What follows belongs to an exercise in optimizing a design on an open flow for small area, a short achievable clock period and few clock cycles; a production flow would make more cautious choices.
Only simulation tests tie the RTL to the original design; equivalence was not proved.

## flow/constraint.sdc

```tcl
create_clock -name core_clock -period 13.0 [get_ports {Clock}]
set_input_delay 2.6000 -clock core_clock [delete_from_list [all_inputs] [get_ports {Clock}]]
set_output_delay 2.6000 -clock core_clock [all_outputs]
set_load 0.01 [all_outputs]
```

## flow/standard.sh

```bash
#!/bin/bash
# synth_recipe.tcl (not shown) runs the flow's synth.tcl, then flattens the netlist and writes it again
# the make line also repeats each setting of config.mk as NAME=value (left out here)
make -C /OpenROAD-flow-scripts/flow DESIGN_CONFIG=/design/flow/config.mk WORK_HOME=/design/flow/orfs CLKGATE_MAP_FILE= SYNTH_SCRIPT=/design/flow/synth_recipe.tcl "${@:-finish}"
```

## flow/design.v

```verilog
`timescale 1ns/100ps
`default_nettype none
module Milestone1 (
   input  logic            Clock,
   input  logic            resetn,
   input  logic [15:0]     SRAM_read_data,
   input  logic            M1_start,
   output logic [17:0]     SRAM_address,
   output logic [15:0]     SRAM_write_data,
   output logic            SRAM_we_n,
   output logic            M1_end
);
logic        running;
logic        wr_on;
logic [4:0]  cyc;           
logic [7:0]  col;           
logic [17:0] yptr;          
logic [17:0] wptr;          
logic [7:0]  uw [0:5];      
logic [7:0]  vw [0:5];      
logic [7:0]  ulow;          
logic [15:0] vbuf;          
logic [15:0] ybuf;          
logic [8:0]  uo, vo;        
logic [7:0]  bh;            
logic        fsel_u;
logic [7:0]  w0, w1, w2, w3, w4, w5;
logic [7:0]  t0, t1, t3, t4, t5;
logic [8:0]  fp, fq, fs;        
logic [8:0]  fout;
logic        c0, c1, c157, c158, c159;    
assign fsel_u = cyc[3];
assign w0 = fsel_u ? uw[0] : vw[1];
assign w1 = fsel_u ? uw[1] : vw[2];
assign w2 = fsel_u ? uw[2] : vw[3];
assign w3 = fsel_u ? uw[3] : vw[4];
assign w4 = fsel_u ? uw[4] : vw[5];
assign w5 = fsel_u ? uw[5] : vw[0];
assign t0 = c0 ? w2 : (c1 ? w1 : w0);
assign t1 = c0 ? w2 : w1;
assign t3 = c159 ? w2 : w3;
assign t4 = c159 ? w2 : (c158 ? w3 : w4);
assign t5 = c159 ? w2 : (c158 ? w3 : (c157 ? w4 : w5));
always_ff @(posedge Clock) begin
   fp <= {1'b0, t0} + {1'b0, t5} + 9'd1;        
   fq <= {1'b0, ~t1} + {1'b0, ~t4} + 9'd1;      
   fs <= {1'b0, w2} + {1'b0, t3} + 9'd1;        
end
logic ft_s0, ft_c0;
logic ft_s1, ft_c1;
logic ft_s2, ft_c2;
logic ft_s3, ft_c3;
logic ft_s4, ft_c4;
logic ft_s5, ft_c5;
logic ft_s6, ft_c6;
logic ft_s7, ft_c7;
logic ft_s8, ft_c8;
logic ft_s9, ft_c9;
logic ft_s10, ft_c10;
logic ft_s11, ft_c11;
logic ft_s12, ft_c12;
logic ft_s13, ft_c13;
logic ft_s14, ft_c14;
logic ft_s15, ft_c15;
logic ft_s16, ft_c16;
logic ft_s17, ft_c17;
logic ft_s18, ft_c18;
logic ft_s19, ft_c19;
logic ft_s20, ft_c20;
logic ft_s21, ft_c21;
logic ft_s22, ft_c22;
logic ft_s23, ft_c23;
logic ft_s24, ft_c24;
logic ft_s25, ft_c25;
logic ft_s26, ft_c26;
logic ft_s27, ft_c27;
logic ft_s28, ft_c28;
logic ft_s29, ft_c29;
logic ft_s30, ft_c30;
logic ft_s31, ft_c31;
logic ft_s32, ft_c32;
logic ft_s33, ft_c33;
logic ft_s34, ft_c34;
logic ft_s35, ft_c35;
logic ft_s36, ft_c36;
logic ft_s37, ft_c37;
logic ft_s38, ft_c38;
logic ft_s39, ft_c39;
logic ft_s40, ft_c40;
logic ft_s41, ft_c41;
logic ft_s42, ft_c42;
logic ft_s43, ft_c43;
logic ft_s44, ft_c44;
logic ft_s45, ft_c45;
logic ft_s46, ft_c46;
logic ft_s47, ft_c47;
logic ft_s48, ft_c48;
logic ft_s49, ft_c49;
logic ft_s50, ft_c50;
logic ft_s51, ft_c51;
logic ft_s52, ft_c52;
logic ft_s53, ft_c53;
logic ft_s54, ft_c54;
logic ft_s55, ft_c55;
logic ft_s56, ft_c56;
logic ft_s57, ft_c57;
logic ft_s58, ft_c58;
logic ft_s59, ft_c59;
logic ft_s60, ft_c60;
logic ft_s61, ft_c61;
logic [16:0] ft_ra, ft_rb, ft_sum;
assign ft_s0 = fp[1] ^ fp[3] ^ fp[5];
assign ft_c0 = (fp[1] & fp[3]) | (fp[1] & fp[5]) | (fp[3] & fp[5]);
assign ft_s1 = fp[2] ^ fp[4] ^ fp[6];
assign ft_c1 = (fp[2] & fp[4]) | (fp[2] & fp[6]) | (fp[4] & fp[6]);
assign ft_s2 = fq[1] ^ fq[2];
assign ft_c2 = fq[1] & fq[2];
assign ft_s3 = fp[3] ^ fp[5] ^ fp[7];
assign ft_c3 = (fp[3] & fp[5]) | (fp[3] & fp[7]) | (fp[5] & fp[7]);
assign ft_s4 = fq[2] ^ fq[3] ^ fq[5];
assign ft_c4 = (fq[2] & fq[3]) | (fq[2] & fq[5]) | (fq[3] & fq[5]);
assign ft_s5 = fs[0] ^ fs[2];
assign ft_c5 = fs[0] & fs[2];
assign ft_s6 = fp[4] ^ fp[6] ^ fp[8];
assign ft_c6 = (fp[4] & fp[6]) | (fp[4] & fp[8]) | (fp[6] & fp[8]);
assign ft_s7 = fq[3] ^ fq[4] ^ fq[6];
assign ft_c7 = (fq[3] & fq[4]) | (fq[3] & fq[6]) | (fq[4] & fq[6]);
assign ft_s8 = fs[1] ^ fs[3] ^ ~fs[8];
assign ft_c8 = (fs[1] & fs[3]) | (fs[1] & ~fs[8]) | (fs[3] & ~fs[8]);
assign ft_s9 = fp[5] ^ fp[7] ^ fq[4];
assign ft_c9 = (fp[5] & fp[7]) | (fp[5] & fq[4]) | (fp[7] & fq[4]);
assign ft_s10 = fq[5] ^ fq[7] ^ fs[2];
assign ft_c10 = (fq[5] & fq[7]) | (fq[5] & fs[2]) | (fq[7] & fs[2]);
assign ft_s11 = ~fs[4];
assign ft_c11 = fs[4];
assign ft_s12 = fp[6] ^ fp[8] ^ fq[5];
assign ft_c12 = (fp[6] & fp[8]) | (fp[6] & fq[5]) | (fp[8] & fq[5]);
assign ft_s13 = fq[6] ^ fq[8] ^ fs[3];
assign ft_c13 = (fq[6] & fq[8]) | (fq[6] & fs[3]) | (fq[8] & fs[3]);
assign ft_s14 = ~fs[5];
assign ft_c14 = fs[5];
assign ft_s15 = fp[7] ^ fq[6] ^ fq[7];
assign ft_c15 = (fp[7] & fq[6]) | (fp[7] & fq[7]) | (fq[6] & fq[7]);
assign ft_s16 = fp[8] ^ fq[7];
assign ft_c16 = fp[8] & fq[7];
assign ft_s17 = fp[0] ^ fp[2] ^ fp[4];
assign ft_c17 = (fp[0] & fp[2]) | (fp[0] & fp[4]) | (fp[2] & fp[4]);
assign ft_s18 = fq[0] ^ fq[1] ^ fq[3];
assign ft_c18 = (fq[0] & fq[1]) | (fq[0] & fq[3]) | (fq[1] & fq[3]);
assign ft_s19 = fs[0] ^ ~fs[5];
assign ft_c19 = fs[0] & ~fs[5];
assign ft_s20 = fq[4] ^ fs[1] ^ ~fs[6];
assign ft_c20 = (fq[4] & fs[1]) | (fq[4] & ~fs[6]) | (fs[1] & ~fs[6]);
assign ft_s21 = ft_s2 ^ ft_c0 ^ ft_s1;
assign ft_c21 = (ft_s2 & ft_c0) | (ft_s2 & ft_s1) | (ft_c0 & ft_s1);
assign ft_s22 = ~fs[7] ^ ft_c2 ^ ft_s5;
assign ft_c22 = (~fs[7] & ft_c2) | (~fs[7] & ft_s5) | (ft_c2 & ft_s5);
assign ft_s23 = ft_c1 ^ ft_s3 ^ ft_s4;
assign ft_c23 = (ft_c1 & ft_s3) | (ft_c1 & ft_s4) | (ft_s3 & ft_s4);
assign ft_s24 = ft_c5 ^ ft_c3 ^ ft_c4;
assign ft_c24 = (ft_c5 & ft_c3) | (ft_c5 & ft_c4) | (ft_c3 & ft_c4);
assign ft_s25 = ft_s6 ^ ft_s7 ^ ft_s8;
assign ft_c25 = (ft_s6 & ft_s7) | (ft_s6 & ft_s8) | (ft_s7 & ft_s8);
assign ft_s26 = ft_s11 ^ ft_c6 ^ ft_c7;
assign ft_c26 = (ft_s11 & ft_c6) | (ft_s11 & ft_c7) | (ft_c6 & ft_c7);
assign ft_s27 = ft_c8 ^ ft_s9 ^ ft_s10;
assign ft_c27 = (ft_c8 & ft_s9) | (ft_c8 & ft_s10) | (ft_s9 & ft_s10);
assign ft_s28 = ft_c11 ^ ft_s14 ^ ft_c9;
assign ft_c28 = (ft_c11 & ft_s14) | (ft_c11 & ft_c9) | (ft_s14 & ft_c9);
assign ft_s29 = ft_c10 ^ ft_s12 ^ ft_s13;
assign ft_c29 = (ft_c10 & ft_s12) | (ft_c10 & ft_s13) | (ft_s12 & ft_s13);
assign ft_s30 = ft_c14 ^ fs[4] ^ fs[6];
assign ft_c30 = (ft_c14 & fs[4]) | (ft_c14 & fs[6]) | (fs[4] & fs[6]);
assign ft_s31 = ft_c12 ^ ft_c13 ^ ft_s15;
assign ft_c31 = (ft_c12 & ft_c13) | (ft_c12 & ft_s15) | (ft_c13 & ft_s15);
assign ft_s32 = fq[8] ^ fs[5] ^ fs[7];
assign ft_c32 = (fq[8] & fs[5]) | (fq[8] & fs[7]) | (fs[5] & fs[7]);
assign ft_s33 = ~(ft_s16 ^ ft_c15);
assign ft_c33 = ft_s16 | ft_c15;
assign ft_s34 = fq[8] ^ fs[6] ^ fs[8];
assign ft_c34 = (fq[8] & fs[6]) | (fq[8] & fs[8]) | (fs[6] & fs[8]);
assign ft_s35 = fp[0] ^ fp[2];
assign ft_c35 = fp[0] & fp[2];
assign ft_s36 = fp[1] ^ fp[3] ^ fq[1];
assign ft_c36 = (fp[1] & fp[3]) | (fp[1] & fq[1]) | (fp[3] & fq[1]);
assign ft_s37 = fq[0] ^ fq[2] ^ ~fs[4];
assign ft_c37 = (fq[0] & fq[2]) | (fq[0] & ~fs[4]) | (fq[2] & ~fs[4]);
assign ft_s38 = ft_s19 ^ ft_c17 ^ ft_s18;
assign ft_c38 = (ft_s19 & ft_c17) | (ft_s19 & ft_s18) | (ft_c17 & ft_s18);
assign ft_s39 = ft_c19 ^ ft_c18 ^ ft_s20;
assign ft_c39 = (ft_c19 & ft_c18) | (ft_c19 & ft_s20) | (ft_c18 & ft_s20);
assign ft_s40 = ft_c20 ^ ft_s22 ^ ft_c21;
assign ft_c40 = (ft_c20 & ft_s22) | (ft_c20 & ft_c21) | (ft_s22 & ft_c21);
assign ft_s41 = ft_c22 ^ ft_c23 ^ ft_s24;
assign ft_c41 = (ft_c22 & ft_c23) | (ft_c22 & ft_s24) | (ft_c23 & ft_s24);
assign ft_s42 = ft_c24 ^ ft_c25 ^ ft_s26;
assign ft_c42 = (ft_c24 & ft_c25) | (ft_c24 & ft_s26) | (ft_c25 & ft_s26);
assign ft_s43 = ft_c26 ^ ft_c27 ^ ft_s28;
assign ft_c43 = (ft_c26 & ft_c27) | (ft_c26 & ft_s28) | (ft_c27 & ft_s28);
assign ft_s44 = ft_s30 ^ ft_c28 ^ ft_c29;
assign ft_c44 = (ft_s30 & ft_c28) | (ft_s30 & ft_c29) | (ft_c28 & ft_c29);
assign ft_s45 = ft_c30 ^ ft_s32 ^ ft_s33;
assign ft_c45 = (ft_c30 & ft_s32) | (ft_c30 & ft_s33) | (ft_s32 & ft_s33);
assign ft_s46 = ft_c16 ^ ft_c32 ^ ft_s34;
assign ft_c46 = (ft_c16 & ft_c32) | (ft_c16 & ft_s34) | (ft_c32 & ft_s34);
assign ft_s47 = fp[0] ^ ~fs[0];
assign ft_c47 = fp[0] & ~fs[0];
assign ft_s48 = fp[1] ^ ~fs[1];
assign ft_c48 = fp[1] & ~fs[1];
assign ft_s49 = fq[0] ^ ~fs[2] ^ ft_s35;
assign ft_c49 = (fq[0] & ~fs[2]) | (fq[0] & ft_s35) | (~fs[2] & ft_s35);
assign ft_s50 = ~fs[3] ^ ft_c35 ^ ft_s36;
assign ft_c50 = (~fs[3] & ft_c35) | (~fs[3] & ft_s36) | (ft_c35 & ft_s36);
assign ft_s51 = ft_c36 ^ ft_s37 ^ ft_s17;
assign ft_c51 = (ft_c36 & ft_s37) | (ft_c36 & ft_s17) | (ft_s37 & ft_s17);
assign ft_s52 = ft_c37 ^ ft_s0 ^ ft_s38;
assign ft_c52 = (ft_c37 & ft_s0) | (ft_c37 & ft_s38) | (ft_s0 & ft_s38);
assign ft_s53 = ft_c38 ^ ft_s39 ^ ft_s21;
assign ft_c53 = (ft_c38 & ft_s39) | (ft_c38 & ft_s21) | (ft_s39 & ft_s21);
assign ft_s54 = ft_c39 ^ ft_s23 ^ ft_s40;
assign ft_c54 = (ft_c39 & ft_s23) | (ft_c39 & ft_s40) | (ft_s23 & ft_s40);
assign ft_s55 = ft_s25 ^ ft_c40 ^ ft_s41;
assign ft_c55 = (ft_s25 & ft_c40) | (ft_s25 & ft_s41) | (ft_c40 & ft_s41);
assign ft_s56 = ft_s27 ^ ft_c41 ^ ft_s42;
assign ft_c56 = (ft_s27 & ft_c41) | (ft_s27 & ft_s42) | (ft_c41 & ft_s42);
assign ft_s57 = ft_s29 ^ ft_c42 ^ ft_s43;
assign ft_c57 = (ft_s29 & ft_c42) | (ft_s29 & ft_s43) | (ft_c42 & ft_s43);
assign ft_s58 = ft_s31 ^ ft_c43 ^ ft_s44;
assign ft_c58 = (ft_s31 & ft_c43) | (ft_s31 & ft_s44) | (ft_c43 & ft_s44);
assign ft_s59 = ft_c31 ^ ft_s45 ^ ft_c44;
assign ft_c59 = (ft_c31 & ft_s45) | (ft_c31 & ft_c44) | (ft_s45 & ft_c44);
assign ft_s60 = ft_c33 ^ ft_s46 ^ ft_c45;
assign ft_c60 = (ft_c33 & ft_s46) | (ft_c33 & ft_c45) | (ft_s46 & ft_c45);
assign ft_s61 = fs[7] ^ ft_c34 ^ ft_c46;
assign ft_c61 = (fs[7] & ft_c34) | (fs[7] & ft_c46) | (ft_c34 & ft_c46);
assign ft_ra = {1'b0, ft_c61, ft_c60, ft_c59, ft_c58, ft_c57, ft_c56, ft_c55, ft_c54, ft_c53, ft_c52, ft_c51, ft_c50, ft_c49, ft_c48, ft_c47, ft_s47};
assign ft_rb = {1'b0, fs[8], ft_s61, ft_s60, ft_s59, ft_s58, ft_s57, ft_s56, ft_s55, ft_s54, ft_s53, ft_s52, ft_s51, ft_s50, ft_s49, ft_s48, 1'b1};
assign ft_sum = ft_ra + ft_rb;
assign fout = ft_sum[16:8];
logic [7:0]  ysel;
logic [8:0]  usel, vsel;
logic [24:0] ypr;               
logic [8:0]  xu, xv;
logic [10:0] xu3, xv3;
logic [7:0]  cr, cg, cb;
assign ysel = ybuf[15:8];    
assign usel = cyc[0] ? {uw[4][7], ~uw[4][7], uw[4][6:0]} : uo;
assign vsel = cyc[0] ? {vw[4][7], ~vw[4][7], vw[4][6:0]} : vo;
logic yt_s0, yt_c0;
logic yt_s1, yt_c1;
logic yt_s2, yt_c2;
logic yt_s3, yt_c3;
logic yt_s4, yt_c4;
logic yt_s5, yt_c5;
logic yt_s6, yt_c6;
logic yt_s7, yt_c7;
logic yt_s8, yt_c8;
logic yt_s9, yt_c9;
logic yt_s10, yt_c10;
logic yt_s11, yt_c11;
logic yt_s12, yt_c12;
logic yt_s13, yt_c13;
logic yt_s14, yt_c14;
logic yt_s15, yt_c15;
logic yt_s16, yt_c16;
logic [26:0] yt_ra, yt_rb, yt_sum;
assign yt_s0 = ysel[1] ^ ysel[3];
assign yt_c0 = ysel[1] & ysel[3];
assign yt_s1 = ysel[2] ^ ysel[4] ^ ysel[6];
assign yt_c1 = (ysel[2] & ysel[4]) | (ysel[2] & ysel[6]) | (ysel[4] & ysel[6]);
assign yt_s2 = ysel[0] ^ ysel[3] ^ ysel[5];
assign yt_c2 = (ysel[0] & ysel[3]) | (ysel[0] & ysel[5]) | (ysel[3] & ysel[5]);
assign yt_s3 = ysel[1] ^ ysel[4];
assign yt_c3 = ysel[1] & ysel[4];
assign yt_s4 = ysel[2] ^ ysel[5];
assign yt_c4 = ysel[2] & ysel[5];
assign yt_s5 = ysel[3] ^ ysel[6];
assign yt_c5 = ysel[3] & ysel[6];
assign yt_s6 = ysel[0] ^ ysel[2];
assign yt_c6 = ysel[0] & ysel[2];
assign yt_s7 = ~(ysel[5] ^ yt_s0);
assign yt_c7 = ysel[5] | yt_s0;
assign yt_s8 = ~(yt_c0 ^ yt_s1);
assign yt_c8 = yt_c0 | yt_s1;
assign yt_s9 = ysel[7] ^ yt_c1 ^ yt_s2;
assign yt_c9 = (ysel[7] & yt_c1) | (ysel[7] & yt_s2) | (yt_c1 & yt_s2);
assign yt_s10 = ysel[6] ^ yt_s3 ^ yt_c2;
assign yt_c10 = (ysel[6] & yt_s3) | (ysel[6] & yt_c2) | (yt_s3 & yt_c2);
assign yt_s11 = ysel[7] ^ yt_c3 ^ yt_s4;
assign yt_c11 = (ysel[7] & yt_c3) | (ysel[7] & yt_s4) | (yt_c3 & yt_s4);
assign yt_s12 = ~(yt_c4 ^ yt_s5);
assign yt_c12 = yt_c4 | yt_s5;
assign yt_s13 = ysel[4] ^ ysel[7] ^ yt_c5;
assign yt_c13 = (ysel[4] & ysel[7]) | (ysel[4] & yt_c5) | (ysel[7] & yt_c5);
assign yt_s14 = ~ysel[5];
assign yt_c14 = ysel[5];
assign yt_s15 = ~ysel[6];
assign yt_c15 = ysel[6];
assign yt_s16 = ~ysel[7];
assign yt_c16 = ysel[7];
assign yt_ra = {1'b1, 1'b0, yt_c16, yt_c15, yt_c14, yt_c13, yt_c12, yt_c11, yt_c10, yt_c9, yt_c8, yt_c7, yt_c6, yt_s6, ysel[1], ysel[0], ysel[1], ysel[0], ~ysel[6], ~ysel[5], ~ysel[4], ~ysel[3], ~ysel[2], ~ysel[1], ~ysel[0], 1'b0, 1'b0};
assign yt_rb = {1'b0, 1'b0, 1'b1, yt_s16, yt_s15, yt_s14, yt_s13, yt_s12, yt_s11, yt_s10, yt_s9, yt_s8, yt_s7, ysel[4], ysel[3], ysel[2], 1'b0, ~ysel[7], 1'b1, 1'b0, 1'b1, 1'b0, 1'b0, 1'b0, 1'b1, 1'b0, 1'b0};
assign yt_sum = yt_ra + yt_rb;
always_ff @(posedge Clock) begin
   ypr <= yt_sum[26:2];
   xu  <= usel;
   xv  <= vsel;
   xu3 <= {2'b00, usel} + {1'b0, usel, 1'b0};
   xv3 <= {2'b00, vsel} + {1'b0, vsel, 1'b0};
end
logic rt_s0, rt_c0;
logic rt_s1, rt_c1;
logic rt_s2, rt_c2;
logic rt_s3, rt_c3;
logic rt_s4, rt_c4;
logic rt_s5, rt_c5;
logic rt_s6, rt_c6;
logic rt_s7, rt_c7;
logic rt_s8, rt_c8;
logic rt_s9, rt_c9;
logic rt_s10, rt_c10;
logic rt_s11, rt_c11;
logic rt_s12, rt_c12;
logic rt_s13, rt_c13;
logic rt_s14, rt_c14;
logic rt_s15, rt_c15;
logic rt_s16, rt_c16;
logic rt_s17, rt_c17;
logic rt_s18, rt_c18;
logic rt_s19, rt_c19;
logic rt_s20, rt_c20;
logic rt_s21, rt_c21;
logic rt_s22, rt_c22;
logic rt_s23, rt_c23;
logic rt_s24, rt_c24;
logic rt_s25, rt_c25;
logic rt_s26, rt_c26;
logic rt_s27, rt_c27;
logic rt_s28, rt_c28;
logic rt_s29, rt_c29;
logic rt_s30, rt_c30;
logic rt_s31, rt_c31;
logic rt_s32, rt_c32;
logic rt_s33, rt_c33;
logic rt_s34, rt_c34;
logic rt_s35, rt_c35;
logic rt_s36, rt_c36;
logic rt_s37, rt_c37;
logic rt_s38, rt_c38;
logic rt_s39, rt_c39;
logic [26:0] rt_ra, rt_rb, rt_sum;
assign rt_s0 = ypr[9] ^ xv3[0];
assign rt_c0 = ypr[9] & xv3[0];
assign rt_s1 = ypr[10] ^ xv3[1];
assign rt_c1 = ypr[10] & xv3[1];
assign rt_s2 = ypr[5] ^ xv[0];
assign rt_c2 = ypr[5] & xv[0];
assign rt_s3 = ypr[6] ^ xv[1] ^ xv[4];
assign rt_c3 = (ypr[6] & xv[1]) | (ypr[6] & xv[4]) | (xv[1] & xv[4]);
assign rt_s4 = ypr[7] ^ xv[2] ^ xv[5];
assign rt_c4 = (ypr[7] & xv[2]) | (ypr[7] & xv[5]) | (xv[2] & xv[5]);
assign rt_s5 = ypr[8] ^ xv[3] ^ xv[6];
assign rt_c5 = (ypr[8] & xv[3]) | (ypr[8] & xv[6]) | (xv[3] & xv[6]);
assign rt_s6 = ~(xv[4] ^ xv[7]);
assign rt_c6 = xv[4] | xv[7];
assign rt_s7 = xv[5] ^ xv[8] ^ rt_c0;
assign rt_c7 = (xv[5] & xv[8]) | (xv[5] & rt_c0) | (xv[8] & rt_c0);
assign rt_s8 = ypr[11] ^ xv3[2] ^ xv[6];
assign rt_c8 = (ypr[11] & xv3[2]) | (ypr[11] & xv[6]) | (xv3[2] & xv[6]);
assign rt_s9 = ypr[12] ^ xv3[3];
assign rt_c9 = ypr[12] & xv3[3];
assign rt_s10 = ypr[13] ^ xv3[0] ^ xv3[4];
assign rt_c10 = (ypr[13] & xv3[0]) | (ypr[13] & xv3[4]) | (xv3[0] & xv3[4]);
assign rt_s11 = ypr[14] ^ xv3[1];
assign rt_c11 = ypr[14] & xv3[1];
assign rt_s12 = ypr[15] ^ xv3[2];
assign rt_c12 = ypr[15] & xv3[2];
assign rt_s13 = ypr[16] ^ xv3[3] ^ xv3[7];
assign rt_c13 = (ypr[16] & xv3[3]) | (ypr[16] & xv3[7]) | (xv3[3] & xv3[7]);
assign rt_s14 = ypr[17] ^ xv3[4] ^ xv3[8];
assign rt_c14 = (ypr[17] & xv3[4]) | (ypr[17] & xv3[8]) | (xv3[4] & xv3[8]);
assign rt_s15 = ypr[18] ^ xv3[5];
assign rt_c15 = ypr[18] & xv3[5];
assign rt_s16 = ypr[19] ^ xv3[6] ^ xv3[10];
assign rt_c16 = (ypr[19] & xv3[6]) | (ypr[19] & xv3[10]) | (xv3[6] & xv3[10]);
assign rt_s17 = ypr[20] ^ xv3[7];
assign rt_c17 = ypr[20] & xv3[7];
assign rt_s18 = ypr[2] ^ xv[0];
assign rt_c18 = ypr[2] & xv[0];
assign rt_s19 = ypr[3] ^ xv[1] ^ xv3[5];
assign rt_c19 = (ypr[3] & xv[1]) | (ypr[3] & xv3[5]) | (xv[1] & xv3[5]);
assign rt_s20 = ypr[4] ^ xv[2] ^ xv3[6];
assign rt_c20 = (ypr[4] & xv[2]) | (ypr[4] & xv3[6]) | (xv[2] & xv3[6]);
assign rt_s21 = xv[3] ^ xv3[7] ^ rt_s2;
assign rt_c21 = (xv[3] & xv3[7]) | (xv[3] & rt_s2) | (xv3[7] & rt_s2);
assign rt_s22 = xv3[8] ^ rt_c2 ^ rt_s3;
assign rt_c22 = (xv3[8] & rt_c2) | (xv3[8] & rt_s3) | (rt_c2 & rt_s3);
assign rt_s23 = xv3[9] ^ rt_c3 ^ rt_s4;
assign rt_c23 = (xv3[9] & rt_c3) | (xv3[9] & rt_s4) | (rt_c3 & rt_s4);
assign rt_s24 = xv3[10] ^ rt_c4 ^ rt_s5;
assign rt_c24 = (xv3[10] & rt_c4) | (xv3[10] & rt_s5) | (rt_c4 & rt_s5);
assign rt_s25 = rt_s6 ^ rt_s0 ^ rt_c5;
assign rt_c25 = (rt_s6 & rt_s0) | (rt_s6 & rt_c5) | (rt_s0 & rt_c5);
assign rt_s26 = rt_c6 ^ rt_s1 ^ rt_s7;
assign rt_c26 = (rt_c6 & rt_s1) | (rt_c6 & rt_s7) | (rt_s1 & rt_s7);
assign rt_s27 = rt_c1 ^ rt_s8 ^ rt_c7;
assign rt_c27 = (rt_c1 & rt_s8) | (rt_c1 & rt_c7) | (rt_s8 & rt_c7);
assign rt_s28 = xv[7] ^ rt_s9 ^ rt_c8;
assign rt_c28 = (xv[7] & rt_s9) | (xv[7] & rt_c8) | (rt_s9 & rt_c8);
assign rt_s29 = xv[8] ^ rt_c9 ^ rt_s10;
assign rt_c29 = (xv[8] & rt_c9) | (xv[8] & rt_s10) | (rt_c9 & rt_s10);
assign rt_s30 = xv3[5] ^ rt_s11 ^ rt_c10;
assign rt_c30 = (xv3[5] & rt_s11) | (xv3[5] & rt_c10) | (rt_s11 & rt_c10);
assign rt_s31 = xv3[6] ^ rt_c11 ^ rt_s12;
assign rt_c31 = (xv3[6] & rt_c11) | (xv3[6] & rt_s12) | (rt_c11 & rt_s12);
assign rt_s32 = ~(rt_c12 ^ rt_s13);
assign rt_c32 = rt_c12 | rt_s13;
assign rt_s33 = ~(rt_c13 ^ rt_s14);
assign rt_c33 = rt_c13 | rt_s14;
assign rt_s34 = xv3[9] ^ rt_s15 ^ rt_c14;
assign rt_c34 = (xv3[9] & rt_s15) | (xv3[9] & rt_c14) | (rt_s15 & rt_c14);
assign rt_s35 = ~(rt_c15 ^ rt_s16);
assign rt_c35 = rt_c15 | rt_s16;
assign rt_s36 = ~(rt_s17 ^ rt_c16);
assign rt_c36 = rt_s17 | rt_c16;
assign rt_s37 = ypr[21] ^ xv3[8] ^ rt_c17;
assign rt_c37 = (ypr[21] & xv3[8]) | (ypr[21] & rt_c17) | (xv3[8] & rt_c17);
assign rt_s38 = ypr[22] ^ xv3[9];
assign rt_c38 = ypr[22] & xv3[9];
assign rt_s39 = ypr[23] ^ xv3[10];
assign rt_c39 = ypr[23] & xv3[10];
assign rt_ra = {rt_c39, rt_c38, rt_c37, rt_c36, rt_c35, rt_c34, rt_c33, rt_c32, rt_c31, rt_c30, rt_c29, rt_c28, rt_c27, rt_c26, rt_c25, rt_c24, rt_c23, rt_c22, rt_c21, rt_c20, rt_c19, rt_c18, rt_s18, ypr[1], ypr[0], xv3[1], xv3[0]};
assign rt_rb = {ypr[24], rt_s39, rt_s38, rt_s37, rt_s36, rt_s35, rt_s34, rt_s33, rt_s32, rt_s31, rt_s30, rt_s29, rt_s28, rt_s27, rt_s26, rt_s25, rt_s24, rt_s23, rt_s22, rt_s21, rt_s20, rt_s19, xv3[4], xv3[3], xv3[2], 1'b0, 1'b0};
assign rt_sum = rt_ra + rt_rb;
logic gt_s0, gt_c0;
logic gt_s1, gt_c1;
logic gt_s2, gt_c2;
logic gt_s3, gt_c3;
logic gt_s4, gt_c4;
logic gt_s5, gt_c5;
logic gt_s6, gt_c6;
logic gt_s7, gt_c7;
logic gt_s8, gt_c8;
logic gt_s9, gt_c9;
logic gt_s10, gt_c10;
logic gt_s11, gt_c11;
logic gt_s12, gt_c12;
logic gt_s13, gt_c13;
logic gt_s14, gt_c14;
logic gt_s15, gt_c15;
logic gt_s16, gt_c16;
logic gt_s17, gt_c17;
logic gt_s18, gt_c18;
logic gt_s19, gt_c19;
logic gt_s20, gt_c20;
logic gt_s21, gt_c21;
logic gt_s22, gt_c22;
logic gt_s23, gt_c23;
logic gt_s24, gt_c24;
logic gt_s25, gt_c25;
logic gt_s26, gt_c26;
logic gt_s27, gt_c27;
logic gt_s28, gt_c28;
logic gt_s29, gt_c29;
logic gt_s30, gt_c30;
logic gt_s31, gt_c31;
logic gt_s32, gt_c32;
logic gt_s33, gt_c33;
logic gt_s34, gt_c34;
logic gt_s35, gt_c35;
logic gt_s36, gt_c36;
logic gt_s37, gt_c37;
logic gt_s38, gt_c38;
logic gt_s39, gt_c39;
logic gt_s40, gt_c40;
logic gt_s41, gt_c41;
logic gt_s42, gt_c42;
logic gt_s43, gt_c43;
logic gt_s44, gt_c44;
logic gt_s45, gt_c45;
logic gt_s46, gt_c46;
logic gt_s47, gt_c47;
logic gt_s48, gt_c48;
logic gt_s49, gt_c49;
logic gt_s50, gt_c50;
logic gt_s51, gt_c51;
logic gt_s52, gt_c52;
logic gt_s53, gt_c53;
logic gt_s54, gt_c54;
logic gt_s55, gt_c55;
logic gt_s56, gt_c56;
logic gt_s57, gt_c57;
logic gt_s58, gt_c58;
logic gt_s59, gt_c59;
logic gt_s60, gt_c60;
logic gt_s61, gt_c61;
logic gt_s62, gt_c62;
logic gt_s63, gt_c63;
logic gt_s64, gt_c64;
logic [26:0] gt_ra, gt_rb, gt_sum;
assign gt_s0 = ypr[3] ^ ~xu3[2];
assign gt_c0 = ypr[3] & ~xu3[2];
assign gt_s1 = ypr[4] ^ ~xu3[3];
assign gt_c1 = ypr[4] & ~xu3[3];
assign gt_s2 = ypr[5] ^ ~xu3[4];
assign gt_c2 = ypr[5] & ~xu3[4];
assign gt_s3 = ypr[6] ^ ~xu3[5];
assign gt_c3 = ypr[6] & ~xu3[5];
assign gt_s4 = ypr[7] ^ ~xu3[6];
assign gt_c4 = ypr[7] & ~xu3[6];
assign gt_s5 = ypr[8] ^ ~xu[0] ^ ~xu3[7];
assign gt_c5 = (ypr[8] & ~xu[0]) | (ypr[8] & ~xu3[7]) | (~xu[0] & ~xu3[7]);
assign gt_s6 = ypr[9] ^ ~xu[1];
assign gt_c6 = ypr[9] & ~xu[1];
assign gt_s7 = ypr[10] ^ ~xu[2] ^ ~xu3[9];
assign gt_c7 = (ypr[10] & ~xu[2]) | (ypr[10] & ~xu3[9]) | (~xu[2] & ~xu3[9]);
assign gt_s8 = ypr[11] ^ ~xu3[0] ^ ~xu[3];
assign gt_c8 = (ypr[11] & ~xu3[0]) | (ypr[11] & ~xu[3]) | (~xu3[0] & ~xu[3]);
assign gt_s9 = ~xu3[10] ^ ~xv[1];
assign gt_c9 = ~xu3[10] & ~xv[1];
assign gt_s10 = ypr[12] ^ ~xu3[1] ^ ~xu[4];
assign gt_c10 = (ypr[12] & ~xu3[1]) | (ypr[12] & ~xu[4]) | (~xu3[1] & ~xu[4]);
assign gt_s11 = ~(~xv3[0] ^ ~xv[2]);
assign gt_c11 = ~xv3[0] | ~xv[2];
assign gt_s12 = ypr[13] ^ ~xu3[2] ^ ~xu[5];
assign gt_c12 = (ypr[13] & ~xu3[2]) | (ypr[13] & ~xu[5]) | (~xu3[2] & ~xu[5]);
assign gt_s13 = ~(~xv3[1] ^ ~xv[3]);
assign gt_c13 = ~xv3[1] | ~xv[3];
assign gt_s14 = ypr[14] ^ ~xu3[3] ^ ~xu[6];
assign gt_c14 = (ypr[14] & ~xu3[3]) | (ypr[14] & ~xu[6]) | (~xu3[3] & ~xu[6]);
assign gt_s15 = ~xv3[2] ^ ~xv[4];
assign gt_c15 = ~xv3[2] & ~xv[4];
assign gt_s16 = ypr[15] ^ ~xu3[4] ^ ~xu[7];
assign gt_c16 = (ypr[15] & ~xu3[4]) | (ypr[15] & ~xu[7]) | (~xu3[4] & ~xu[7]);
assign gt_s17 = ~xv3[3] ^ ~xv[5];
assign gt_c17 = ~xv3[3] & ~xv[5];
assign gt_s18 = ypr[16] ^ ~xu3[5] ^ ~xu[8];
assign gt_c18 = (ypr[16] & ~xu3[5]) | (ypr[16] & ~xu[8]) | (~xu3[5] & ~xu[8]);
assign gt_s19 = ~xv3[4] ^ ~xv[6];
assign gt_c19 = ~xv3[4] & ~xv[6];
assign gt_s20 = ypr[17] ^ ~xu3[6] ^ ~xv3[5];
assign gt_c20 = (ypr[17] & ~xu3[6]) | (ypr[17] & ~xv3[5]) | (~xu3[6] & ~xv3[5]);
assign gt_s21 = ypr[18] ^ ~xu3[7] ^ ~xv3[6];
assign gt_c21 = (ypr[18] & ~xu3[7]) | (ypr[18] & ~xv3[6]) | (~xu3[7] & ~xv3[6]);
assign gt_s22 = ypr[1] ^ ~xu3[0];
assign gt_c22 = ypr[1] & ~xu3[0];
assign gt_s23 = ypr[2] ^ ~xu3[1];
assign gt_c23 = ypr[2] & ~xu3[1];
assign gt_s24 = ~(~xv[0] ^ ~xv[5]);
assign gt_c24 = ~xv[0] | ~xv[5];
assign gt_s25 = ~xv[1] ^ ~xv[6] ^ gt_c0;
assign gt_c25 = (~xv[1] & ~xv[6]) | (~xv[1] & gt_c0) | (~xv[6] & gt_c0);
assign gt_s26 = ~xv[2] ^ ~xv[7] ^ gt_c1;
assign gt_c26 = (~xv[2] & ~xv[7]) | (~xv[2] & gt_c1) | (~xv[7] & gt_c1);
assign gt_s27 = ~xv[3] ^ ~xv[8] ^ gt_c2;
assign gt_c27 = (~xv[3] & ~xv[8]) | (~xv[3] & gt_c2) | (~xv[8] & gt_c2);
assign gt_s28 = ~(~xv[4] ^ gt_c3);
assign gt_c28 = ~xv[4] | gt_c3;
assign gt_s29 = ~(~xv[5] ^ gt_c4);
assign gt_c29 = ~xv[5] | gt_c4;
assign gt_s30 = ~xu3[8] ^ ~xv[6] ^ gt_s6;
assign gt_c30 = (~xu3[8] & ~xv[6]) | (~xu3[8] & gt_s6) | (~xv[6] & gt_s6);
assign gt_s31 = ~xv[0] ^ ~xv[7] ^ gt_c6;
assign gt_c31 = (~xv[0] & ~xv[7]) | (~xv[0] & gt_c6) | (~xv[7] & gt_c6);
assign gt_s32 = ~xv[8] ^ gt_s9 ^ gt_c7;
assign gt_c32 = (~xv[8] & gt_s9) | (~xv[8] & gt_c7) | (gt_s9 & gt_c7);
assign gt_s33 = gt_c9 ^ gt_s11 ^ gt_c8;
assign gt_c33 = (gt_c9 & gt_s11) | (gt_c9 & gt_c8) | (gt_s11 & gt_c8);
assign gt_s34 = gt_c11 ^ gt_s13 ^ gt_c10;
assign gt_c34 = (gt_c11 & gt_s13) | (gt_c11 & gt_c10) | (gt_s13 & gt_c10);
assign gt_s35 = gt_c13 ^ gt_s15 ^ gt_c12;
assign gt_c35 = (gt_c13 & gt_s15) | (gt_c13 & gt_c12) | (gt_s15 & gt_c12);
assign gt_s36 = gt_c15 ^ gt_s17 ^ gt_c14;
assign gt_c36 = (gt_c15 & gt_s17) | (gt_c15 & gt_c14) | (gt_s17 & gt_c14);
assign gt_s37 = gt_c17 ^ gt_s19 ^ gt_c16;
assign gt_c37 = (gt_c17 & gt_s19) | (gt_c17 & gt_c16) | (gt_s19 & gt_c16);
assign gt_s38 = ~xv[7] ^ gt_c19 ^ gt_c18;
assign gt_c38 = (~xv[7] & gt_c19) | (~xv[7] & gt_c18) | (gt_c19 & gt_c18);
assign gt_s39 = ~(~xv[8] ^ gt_c20);
assign gt_c39 = ~xv[8] | gt_c20;
assign gt_s40 = ypr[19] ^ ~xu3[8] ^ ~xv3[7];
assign gt_c40 = (ypr[19] & ~xu3[8]) | (ypr[19] & ~xv3[7]) | (~xu3[8] & ~xv3[7]);
assign gt_s41 = ypr[20] ^ ~xu3[9];
assign gt_c41 = ypr[20] & ~xu3[9];
assign gt_s42 = ypr[21] ^ ~xu3[10];
assign gt_c42 = ypr[21] & ~xu3[10];
assign gt_s43 = ~~xv[3];
assign gt_c43 = ~xv[3];
assign gt_s44 = ~xv[4] ^ gt_c22 ^ gt_s23;
assign gt_c44 = (~xv[4] & gt_c22) | (~xv[4] & gt_s23) | (gt_c22 & gt_s23);
assign gt_s45 = gt_c23 ^ gt_s24 ^ gt_s0;
assign gt_c45 = (gt_c23 & gt_s24) | (gt_c23 & gt_s0) | (gt_s24 & gt_s0);
assign gt_s46 = gt_c24 ^ gt_s1 ^ gt_s25;
assign gt_c46 = (gt_c24 & gt_s1) | (gt_c24 & gt_s25) | (gt_s1 & gt_s25);
assign gt_s47 = gt_s2 ^ gt_c25 ^ gt_s26;
assign gt_c47 = (gt_s2 & gt_c25) | (gt_s2 & gt_s26) | (gt_c25 & gt_s26);
assign gt_s48 = gt_s3 ^ gt_c26 ^ gt_s27;
assign gt_c48 = (gt_s3 & gt_c26) | (gt_s3 & gt_s27) | (gt_c26 & gt_s27);
assign gt_s49 = gt_s4 ^ gt_s28 ^ gt_c27;
assign gt_c49 = (gt_s4 & gt_s28) | (gt_s4 & gt_c27) | (gt_s28 & gt_c27);
assign gt_s50 = gt_c28 ^ gt_s29 ^ gt_s5;
assign gt_c50 = (gt_c28 & gt_s29) | (gt_c28 & gt_s5) | (gt_s29 & gt_s5);
assign gt_s51 = gt_c5 ^ gt_c29 ^ gt_s30;
assign gt_c51 = (gt_c5 & gt_c29) | (gt_c5 & gt_s30) | (gt_c29 & gt_s30);
assign gt_s52 = gt_s7 ^ gt_c30 ^ gt_s31;
assign gt_c52 = (gt_s7 & gt_c30) | (gt_s7 & gt_s31) | (gt_c30 & gt_s31);
assign gt_s53 = gt_s8 ^ gt_c31 ^ gt_s32;
assign gt_c53 = (gt_s8 & gt_c31) | (gt_s8 & gt_s32) | (gt_c31 & gt_s32);
assign gt_s54 = gt_s10 ^ gt_c32 ^ gt_s33;
assign gt_c54 = (gt_s10 & gt_c32) | (gt_s10 & gt_s33) | (gt_c32 & gt_s33);
assign gt_s55 = gt_s12 ^ gt_c33 ^ gt_s34;
assign gt_c55 = (gt_s12 & gt_c33) | (gt_s12 & gt_s34) | (gt_c33 & gt_s34);
assign gt_s56 = gt_s14 ^ gt_c34 ^ gt_s35;
assign gt_c56 = (gt_s14 & gt_c34) | (gt_s14 & gt_s35) | (gt_c34 & gt_s35);
assign gt_s57 = gt_s16 ^ gt_c35 ^ gt_s36;
assign gt_c57 = (gt_s16 & gt_c35) | (gt_s16 & gt_s36) | (gt_c35 & gt_s36);
assign gt_s58 = gt_s18 ^ gt_c36 ^ gt_s37;
assign gt_c58 = (gt_s18 & gt_c36) | (gt_s18 & gt_s37) | (gt_c36 & gt_s37);
assign gt_s59 = gt_s20 ^ gt_c37 ^ gt_s38;
assign gt_c59 = (gt_s20 & gt_c37) | (gt_s20 & gt_s38) | (gt_c37 & gt_s38);
assign gt_s60 = gt_s21 ^ gt_s39 ^ gt_c38;
assign gt_c60 = (gt_s21 & gt_s39) | (gt_s21 & gt_c38) | (gt_s39 & gt_c38);
assign gt_s61 = gt_c21 ^ gt_s40 ^ gt_c39;
assign gt_c61 = (gt_c21 & gt_s40) | (gt_c21 & gt_c39) | (gt_s40 & gt_c39);
assign gt_s62 = ~xv3[8] ^ gt_s41 ^ gt_c40;
assign gt_c62 = (~xv3[8] & gt_s41) | (~xv3[8] & gt_c40) | (gt_s41 & gt_c40);
assign gt_s63 = ~xv3[9] ^ gt_c41 ^ gt_s42;
assign gt_c63 = (~xv3[9] & gt_c41) | (~xv3[9] & gt_s42) | (gt_c41 & gt_s42);
assign gt_s64 = ypr[22] ^ ~xv3[10] ^ gt_c42;
assign gt_c64 = (ypr[22] & ~xv3[10]) | (ypr[22] & gt_c42) | (~xv3[10] & gt_c42);
assign gt_ra = {ypr[24], gt_c64, gt_c63, gt_c62, gt_c61, gt_c60, gt_c59, gt_c58, gt_c57, gt_c56, gt_c55, gt_c54, gt_c53, gt_c52, gt_c51, gt_c50, gt_c49, gt_c48, gt_c47, gt_c46, gt_c45, gt_c44, gt_c43, gt_s43, ypr[0], ~xv[1], ~xv[0]};
assign gt_rb = {1'b0, ypr[23], gt_s64, gt_s63, gt_s62, gt_s61, gt_s60, gt_s59, gt_s58, gt_s57, gt_s56, gt_s55, gt_s54, gt_s53, gt_s52, gt_s51, gt_s50, gt_s49, gt_s48, gt_s47, gt_s46, gt_s45, gt_s44, gt_s22, ~xv[2], 1'b0, 1'b1};
assign gt_sum = gt_ra + gt_rb;
logic bt_s0, bt_c0;
logic bt_s1, bt_c1;
logic bt_s2, bt_c2;
logic bt_s3, bt_c3;
logic bt_s4, bt_c4;
logic bt_s5, bt_c5;
logic bt_s6, bt_c6;
logic bt_s7, bt_c7;
logic bt_s8, bt_c8;
logic bt_s9, bt_c9;
logic bt_s10, bt_c10;
logic bt_s11, bt_c11;
logic bt_s12, bt_c12;
logic bt_s13, bt_c13;
logic bt_s14, bt_c14;
logic bt_s15, bt_c15;
logic bt_s16, bt_c16;
logic bt_s17, bt_c17;
logic bt_s18, bt_c18;
logic bt_s19, bt_c19;
logic bt_s20, bt_c20;
logic bt_s21, bt_c21;
logic bt_s22, bt_c22;
logic bt_s23, bt_c23;
logic bt_s24, bt_c24;
logic bt_s25, bt_c25;
logic bt_s26, bt_c26;
logic bt_s27, bt_c27;
logic bt_s28, bt_c28;
logic bt_s29, bt_c29;
logic bt_s30, bt_c30;
logic bt_s31, bt_c31;
logic bt_s32, bt_c32;
logic bt_s33, bt_c33;
logic bt_s34, bt_c34;
logic bt_s35, bt_c35;
logic [26:0] bt_ra, bt_rb, bt_sum;
assign bt_s0 = ypr[8] ^ xu[0];
assign bt_c0 = ypr[8] & xu[0];
assign bt_s1 = ypr[9] ^ xu[1];
assign bt_c1 = ypr[9] & xu[1];
assign bt_s2 = ypr[10] ^ xu[2];
assign bt_c2 = ypr[10] & xu[2];
assign bt_s3 = ypr[11] ^ xu[3];
assign bt_c3 = ypr[11] & xu[3];
assign bt_s4 = ypr[5] ^ xu[0];
assign bt_c4 = ypr[5] & xu[0];
assign bt_s5 = ypr[6] ^ xu[1] ^ xu3[5];
assign bt_c5 = (ypr[6] & xu[1]) | (ypr[6] & xu3[5]) | (xu[1] & xu3[5]);
assign bt_s6 = ypr[7] ^ xu[2] ^ xu3[6];
assign bt_c6 = (ypr[7] & xu[2]) | (ypr[7] & xu3[6]) | (xu[2] & xu3[6]);
assign bt_s7 = xu[3] ^ xu3[7] ^ xu3[10];
assign bt_c7 = (xu[3] & xu3[7]) | (xu[3] & xu3[10]) | (xu3[7] & xu3[10]);
assign bt_s8 = xu[4] ^ xu3[8] ^ bt_c0;
assign bt_c8 = (xu[4] & xu3[8]) | (xu[4] & bt_c0) | (xu3[8] & bt_c0);
assign bt_s9 = xu[5] ^ xu3[9] ^ bt_c1;
assign bt_c9 = (xu[5] & xu3[9]) | (xu[5] & bt_c1) | (xu3[9] & bt_c1);
assign bt_s10 = xu[6] ^ xu3[10] ^ bt_c2;
assign bt_c10 = (xu[6] & xu3[10]) | (xu[6] & bt_c2) | (xu3[10] & bt_c2);
assign bt_s11 = ypr[12] ^ xu[4] ^ xu[7];
assign bt_c11 = (ypr[12] & xu[4]) | (ypr[12] & xu[7]) | (xu[4] & xu[7]);
assign bt_s12 = ypr[13] ^ xu[5];
assign bt_c12 = ypr[13] & xu[5];
assign bt_s13 = ypr[1] ^ xu3[0];
assign bt_c13 = ypr[1] & xu3[0];
assign bt_s14 = ypr[2] ^ xu3[1] ^ xu3[4];
assign bt_c14 = (ypr[2] & xu3[1]) | (ypr[2] & xu3[4]) | (xu3[1] & xu3[4]);
assign bt_s15 = ypr[3] ^ xu3[2] ^ xu3[5];
assign bt_c15 = (ypr[3] & xu3[2]) | (ypr[3] & xu3[5]) | (xu3[2] & xu3[5]);
assign bt_s16 = ypr[4] ^ xu3[3] ^ xu3[6];
assign bt_c16 = (ypr[4] & xu3[3]) | (ypr[4] & xu3[6]) | (xu3[3] & xu3[6]);
assign bt_s17 = xu3[4] ^ xu3[7] ^ bt_s4;
assign bt_c17 = (xu3[4] & xu3[7]) | (xu3[4] & bt_s4) | (xu3[7] & bt_s4);
assign bt_s18 = xu3[8] ^ bt_c4 ^ bt_s5;
assign bt_c18 = (xu3[8] & bt_c4) | (xu3[8] & bt_s5) | (bt_c4 & bt_s5);
assign bt_s19 = xu3[9] ^ bt_c5 ^ bt_s6;
assign bt_c19 = (xu3[9] & bt_c5) | (xu3[9] & bt_s6) | (bt_c5 & bt_s6);
assign bt_s20 = bt_s0 ^ bt_c6 ^ bt_s7;
assign bt_c20 = (bt_s0 & bt_c6) | (bt_s0 & bt_s7) | (bt_c6 & bt_s7);
assign bt_s21 = bt_s1 ^ bt_c7 ^ bt_s8;
assign bt_c21 = (bt_s1 & bt_c7) | (bt_s1 & bt_s8) | (bt_c7 & bt_s8);
assign bt_s22 = bt_s2 ^ bt_c8 ^ bt_s9;
assign bt_c22 = (bt_s2 & bt_c8) | (bt_s2 & bt_s9) | (bt_c8 & bt_s9);
assign bt_s23 = bt_s3 ^ bt_c9 ^ bt_s10;
assign bt_c23 = (bt_s3 & bt_c9) | (bt_s3 & bt_s10) | (bt_c9 & bt_s10);
assign bt_s24 = bt_c3 ^ bt_s11 ^ bt_c10;
assign bt_c24 = (bt_c3 & bt_s11) | (bt_c3 & bt_c10) | (bt_s11 & bt_c10);
assign bt_s25 = xu[8] ^ bt_s12 ^ bt_c11;
assign bt_c25 = (xu[8] & bt_s12) | (xu[8] & bt_c11) | (bt_s12 & bt_c11);
assign bt_s26 = ypr[14] ^ xu[6] ^ bt_c12;
assign bt_c26 = (ypr[14] & xu[6]) | (ypr[14] & bt_c12) | (xu[6] & bt_c12);
assign bt_s27 = ypr[15] ^ xu[0] ^ xu[7];
assign bt_c27 = (ypr[15] & xu[0]) | (ypr[15] & xu[7]) | (xu[0] & xu[7]);
assign bt_s28 = ypr[16] ^ xu[1] ^ xu[8];
assign bt_c28 = (ypr[16] & xu[1]) | (ypr[16] & xu[8]) | (xu[1] & xu[8]);
assign bt_s29 = ypr[17] ^ xu[2];
assign bt_c29 = ypr[17] & xu[2];
assign bt_s30 = ypr[18] ^ xu[3];
assign bt_c30 = ypr[18] & xu[3];
assign bt_s31 = ypr[19] ^ xu[4];
assign bt_c31 = ypr[19] & xu[4];
assign bt_s32 = ypr[20] ^ xu[5];
assign bt_c32 = ypr[20] & xu[5];
assign bt_s33 = ypr[21] ^ xu[6];
assign bt_c33 = ypr[21] & xu[6];
assign bt_s34 = ypr[22] ^ xu[7];
assign bt_c34 = ypr[22] & xu[7];
assign bt_s35 = ypr[23] ^ xu[8];
assign bt_c35 = ypr[23] & xu[8];
assign bt_ra = {bt_c35, bt_c34, bt_c33, bt_c32, bt_c31, bt_c30, bt_c29, bt_c28, bt_c27, bt_c26, bt_c25, bt_c24, bt_c23, bt_c22, bt_c21, bt_c20, bt_c19, bt_c18, bt_c17, bt_c16, bt_c15, bt_c14, bt_c13, bt_s13, ypr[0], xu3[1], xu3[0]};
assign bt_rb = {ypr[24], bt_s35, bt_s34, bt_s33, bt_s32, bt_s31, bt_s30, bt_s29, bt_s28, bt_s27, bt_s26, bt_s25, bt_s24, bt_s23, bt_s22, bt_s21, bt_s20, bt_s19, bt_s18, bt_s17, bt_s16, bt_s15, bt_s14, xu3[3], xu3[2], 1'b0, 1'b0};
assign bt_sum = bt_ra + bt_rb;
function automatic logic [7:0] clip(input logic [26:0] v);
   if (v[26])               clip = 8'd0;
   else if (v[25] | v[24])  clip = 8'd255;
   else                     clip = v[23:16];
endfunction
assign cr = clip(rt_sum);
assign cg = clip(gt_sum);
assign cb = clip(bt_sum);
logic [17:0] caddr_sum;
logic [17:0] caddr;
assign caddr_sum = yptr + (yptr[0] ? 18'd76804 : 18'd115204);
assign caddr = {1'b0, caddr_sum[17:1]};
always_ff @(posedge Clock or negedge resetn) begin
   if (~resetn) begin
      running   <= 1'b0;
      M1_end    <= 1'b0;
      SRAM_we_n <= 1'b1;
      wr_on     <= 1'b0;
   end else begin
      if (~running) begin
         SRAM_we_n <= 1'b1;
         if (M1_start) begin
            running <= 1'b1;
            M1_end  <= 1'b0;
            wr_on   <= 1'b0;
         end
      end else begin
         SRAM_we_n <= ~(wr_on & (cyc[1] | cyc[2] | cyc[3]));
         if (cyc[3] & c0) wr_on <= 1'b1;
         if (cyc[4] & (yptr == 18'd38401)) begin
            running <= 1'b0;
            M1_end  <= 1'b1;
         end
      end
   end
end
always_ff @(posedge Clock) begin
   if (~running & M1_start) begin
      cyc  <= 5'b00001;
      col  <= 8'd155;
      {c157, c158, c159, c0, c1} <= 5'd0;
      yptr <= 18'h3fffc;       
      wptr <= 18'd146929;      
      SRAM_address <= 18'd57600;
   end else begin
      cyc <= {cyc[3:0], cyc[4]};
      if (cyc[4]) SRAM_address <= caddr;
      if (cyc[0]) begin
         SRAM_address <= yptr;
         yptr <= yptr + 18'd1;
      end
      if (cyc[1] | cyc[2] | cyc[3]) begin
         SRAM_address <= wptr;
         wptr <= wptr + 18'd1;
      end
      if (cyc[2]) begin
         col  <= c159 ? 8'd0 : col + 8'd1;
         c157 <= (col == 8'd156);
         c158 <= c157;
         c159 <= c158;
         c0   <= c159;
         c1   <= c0;
      end
   end
   if (cyc[4]) uo <= fout;
   if (cyc[0]) vo <= fout;
   bh <= cb;
   if (cyc[1]) SRAM_write_data <= {cr, cg};
   else if (cyc[2]) SRAM_write_data <= {bh, cr};
   else SRAM_write_data <= {cg, cb};
   uw[0] <= uw[5]; uw[1] <= uw[0]; uw[2] <= uw[1]; uw[3] <= uw[2]; uw[4] <= uw[3];
   vw[0] <= vw[5]; vw[1] <= vw[0]; vw[2] <= vw[1]; vw[3] <= vw[2]; vw[4] <= vw[3];
   if (cyc[2]) begin
      if (~yptr[0]) begin         
         uw[5] <= SRAM_read_data[15:8];
         ulow  <= SRAM_read_data[7:0];
         vw[5] <= vbuf[15:8];
      end else begin              
         uw[5] <= ulow;
         vw[5] <= vbuf[7:0];
         vbuf  <= SRAM_read_data;
      end
   end else begin
      uw[5] <= uw[4];
      vw[5] <= vw[4];
   end
   if (cyc[3]) ybuf <= SRAM_read_data;
   else if (cyc[0]) ybuf[15:8] <= ybuf[7:0];
end
endmodule
```

## flow/flow/run.sh

```bash
#!/bin/bash
# The standard layout, with the timing repair steps asked to leave a larger
# setup margin (the clock and constraints are the design's own).
set -euo pipefail
bash standard.sh SETUP_SLACK_MARGIN=8.8 finish > flow_make.log 2>&1
```

## flow/config.mk

```make
export PLATFORM = sky130hd
export DESIGN_NAME = Milestone1
export DESIGN_NICKNAME = Milestone1
export VERILOG_FILES = /design/flow/design.v
export SDC_FILE = /design/flow/constraint.sdc
export NUM_CORES = 4
export LEC_CHECK = 0
export CAP_MARGIN = 20
export CORE_MARGIN = 2
export CORE_UTILIZATION = 40
export SLEW_MARGIN = 20
```

==> results.txt <==
final setup fails 0; EDFF count, synth 58; worst setup path end SRAM_write_data[7]; wire length of the first global-routing pass 84.0 mm; port buffer count 54; hold depth 0; Die Span X 237 um; normalized max-slew margin 33.9%; IO Pins 55; Critical Path AT 4.80 ns; Layout area overhead 15.7%; reg2reg start xu[4]; global route overflow 0; final hold viol count 0; GRT Util Overall 19.0%; Synth Net Count 2,615; Clock Skew 0.0321 ns; Tmin final 4.36 ns; outcome timing/DRC/antenna clean; Startpoint Class register; DP HPWL 41.6 mm; Core Area 53,700 um^2; starting density of the core 40.4%; Top Metal Used met5; measured slew at the worst slew-check pin 0.986 ns; DR WL met2 24.4 mm; reg-to-reg slack, setup 8.64 ns; TritonCTS clock tree done; Area after DPL 23,000 um^2; Die ar. 56,200 um^2; H-tree Lvls 2; num rows 85; sequential share of the synthesized area 34.4%; largest net degree at the start of global routing 56; # diodes 0; Max Fclk 0.229 GHz; syn_area_per_cell 9.80 um^2; CTS clk-pin slew, worst paths 0.06 ns; layout cells sized above 1 12.4%; Longest Clk Path Bufs 3; vias per cell 5.08; Hold Buf Count CTS 0; Root Driver clkbuf_16; Slew Limit Fails 0; drt total wl 53.5 mm; placer congestion estimate 0.914; drt wl/cell 17.7 um; clock latency on the worst-skew pair 0.57 ns; via count 15,380; FF-to-FF End SRAM_write_data[7]; Netlist cell types 69; # DRC 0; YS warnings 3; Critical Path RT 13.44 ns; fraction of registers with async set or reset after synthesis 1.17%; # nets final 2,701; initial DRC count 930; worst-case reg-to-reg path depth 17; Synth Flop Type dfxtp_1; #FFs+latches synth 343; Worst setup EP type register; top fanout value on the critical path 3; fin area 25,100 um^2; cell area after synthesis 21,700 um^2; number of global-route vias before repair 15,455; CP Class register to register; Die H 237 um; met3 wire length 1.83 mm; Worst Hold Class register to register; DR pass1 iterations 7; initial antenna violation count 3; Final period util 33.5%; max-cap violations 0; Mapped Cells 2,216; Routed Antenna Nets 0; routed metal-1 wirelength 26.2 mm; clk sink count 343; cts bufs inserted 37; CP startpoint xu[4]; final setup TNS 0 ns; RSZ-0062 raised after global routing true
routing by layer:
| layer | vias to the layer above | track usage [%] |
|---|---|---|
| met3 | 61 | 2.20 |
| met5 | - | 0 |
| met1 | 7472 | 27.4 |
| met4 | 2 | 5.14 |
| li1 | 7590 | - |
| met2 | 255 | 30.3 |
how the worst min path moves through the flow:
stage,startpoint,endpoint,slack [ns]
final,vw[3][2],vw[4][2],0.35
after global routing,uw[3][2],uw[4][2],0.35
after CTS,vw[3][2],vw[4][2],0.35
after detailed placement,uw[1][1],uw[2][1],0.33
after global placement,uw[1][6],uw[2][6],0.33
after floorplan,uw[1][0],uw[2][0],0.33
area by class of cell:
class,count,area (um^2)
Fill cell,4980,28600
Multi-Input combinational cell,1455,13100
Sequential cell,343,7560
Inverter,354,1340
Clock buffer,55,1080
Timing Repair Buffer,111,1050
Tap cell,696,871
Clock inverter,11,139
synth_stat cells (28+ instances only):
cell type | n | area share [%]
mux2i_1 | 73 | 3.4
ha_1 | 227 | 13
clkbuf_1 | 49 | 0.85
a21oi_1 | 141 | 3.3
xor2_1 | 49 | 2.0
o211ai_1 | 31 | 1.1
fa_1 | 153 | 14
inv_1 | 353 | 6.1
dfxtp_1 | 281 | 26
o21a_1 | 28 | 0.97
edfxtp_1 | 58 | 8.0
xnor2_1 | 57 | 2.3
mux2_2 | 37 | 1.9
o21ai_0 | 122 | 2.8
nand3_1 | 40 | 0.92
nand2_1 | 133 | 2.3
nor2_1 | 119 | 2.1
flip-flops by register name, indices dropped and copies added (netlist names), 5 cells and up:
| name | flops |
|---|---|
| SRAM_address | 18 |
| SRAM_write_data | 16 |
| bh | 8 |
| col | 8 |
| cyc | 5 |
| fp | 9 |
| fq | 9 |
| fs | 9 |
| ulow | 8 |
| uo | 9 |
| uw | 48 |
| vbuf | 16 |
| vo | 9 |
| vw | 48 |
| wptr | 18 |
| xu | 8 |
| xu3 | 11 |
| xv | 8 |
| xv3 | 11 |
| ybuf | 16 |
| ypr | 24 |
| yptr | 18 |
critical path: stages (launching register included):
cell and delay [ns]:
dfxtp_4 0.37, inv_4 0.05, fa_2 0.35, inv_2 0.08
fa_1 0.42, fa_1 0.50, inv_2 0.05, ha_4 0.26
nand4_1 0.14, buf_4 0.18, o41ai_4 0.29, o211ai_2 0.16
a211oi_2 0.25, o21a_1 0.19, o32ai_4 0.10, buf_12 0.15
or3_4 0.36, a221o_1 0.33
repair_timing:
action,4_1_cts,5_1_grt
resized for setup,94,82
setup endpoints to repair,33,31
setup buffers,27,14
gates cloned,0,1
endpoints found under the hold margin,0,0
pin swaps,33,41
placed cells by master, fill, tap and decap left out, types with 22 or more instances in the layout:
master           instances
dfxtp_1                243
xnor2_1                 56
nand2_1                132
o211ai_1                31
clkbuf_16               39
a21o_1                  27
mux2i_1                 73
a21oi_1                136
edfxtp_1                58
o21ai_0                 99
clkdlybuf4s50_1         53
xor2_1                  48
ha_1                   218
dfxtp_2                 22
nand3_1                 40
inv_1                  334
o21a_1                  28
buf_4                   49
fa_1                   145
nor2_1                 117
mux2_2                  37
stage by stage:
stage	setup slack, ns	hold slack, ns	utilization (%)	instances
finish	8.64	0.345	46.8	3025
global placement	7.88	0.329	42.8	2917
detailed placement	7.80	0.333	42.8	2917
CTS	8.59	0.345	46.1	3010
floorplan	8.80	0.326	-	2216
global route	8.47	0.352	46.8	3025
cells by family after synthesis:
group           count (synthesis)  synth area share (%)
compound gates                445                  12.7
simple gates                  412                  8.71
buf+inv                       418                  7.26
mux                           112                  5.49
fa+ha+maj                     380                  27.2
xor+xnor                      106                  4.28
flops                         343                  34.4
Testbench counts, summed over its fixed seeds: cycles 768,104.

==> afterwards: timing with drivers on the ports <==
How much do the figures lean on ideal ports? The routed layout below was timed once more, with nothing changed but the port constraints. Step 1: set_driving_cell puts a clkbuf_16 on Clock and a buf_2 on each other input, an assumption about the parent block. Step 2 moves the port delays by t, midway between the first and last clock arrival at a register: inputs arrive t later, outputs are due t later. That takes back most of the time a late clock gives input paths. Three values: ideal, step 1, step 2; two values: the first two.
shift t [ns]: 0.613
setup slack, ns: 8.641 / 8.641 / 8.641
worst setup path after step 2: register to register
worst data-port slew with drivers (ns): 0.08
pins driven straight from the clock port: 1
After both steps this run still meets setup and hold. The setup slack of this run moves by 0.000 ns with the drivers and by 0.000 ns with both steps.
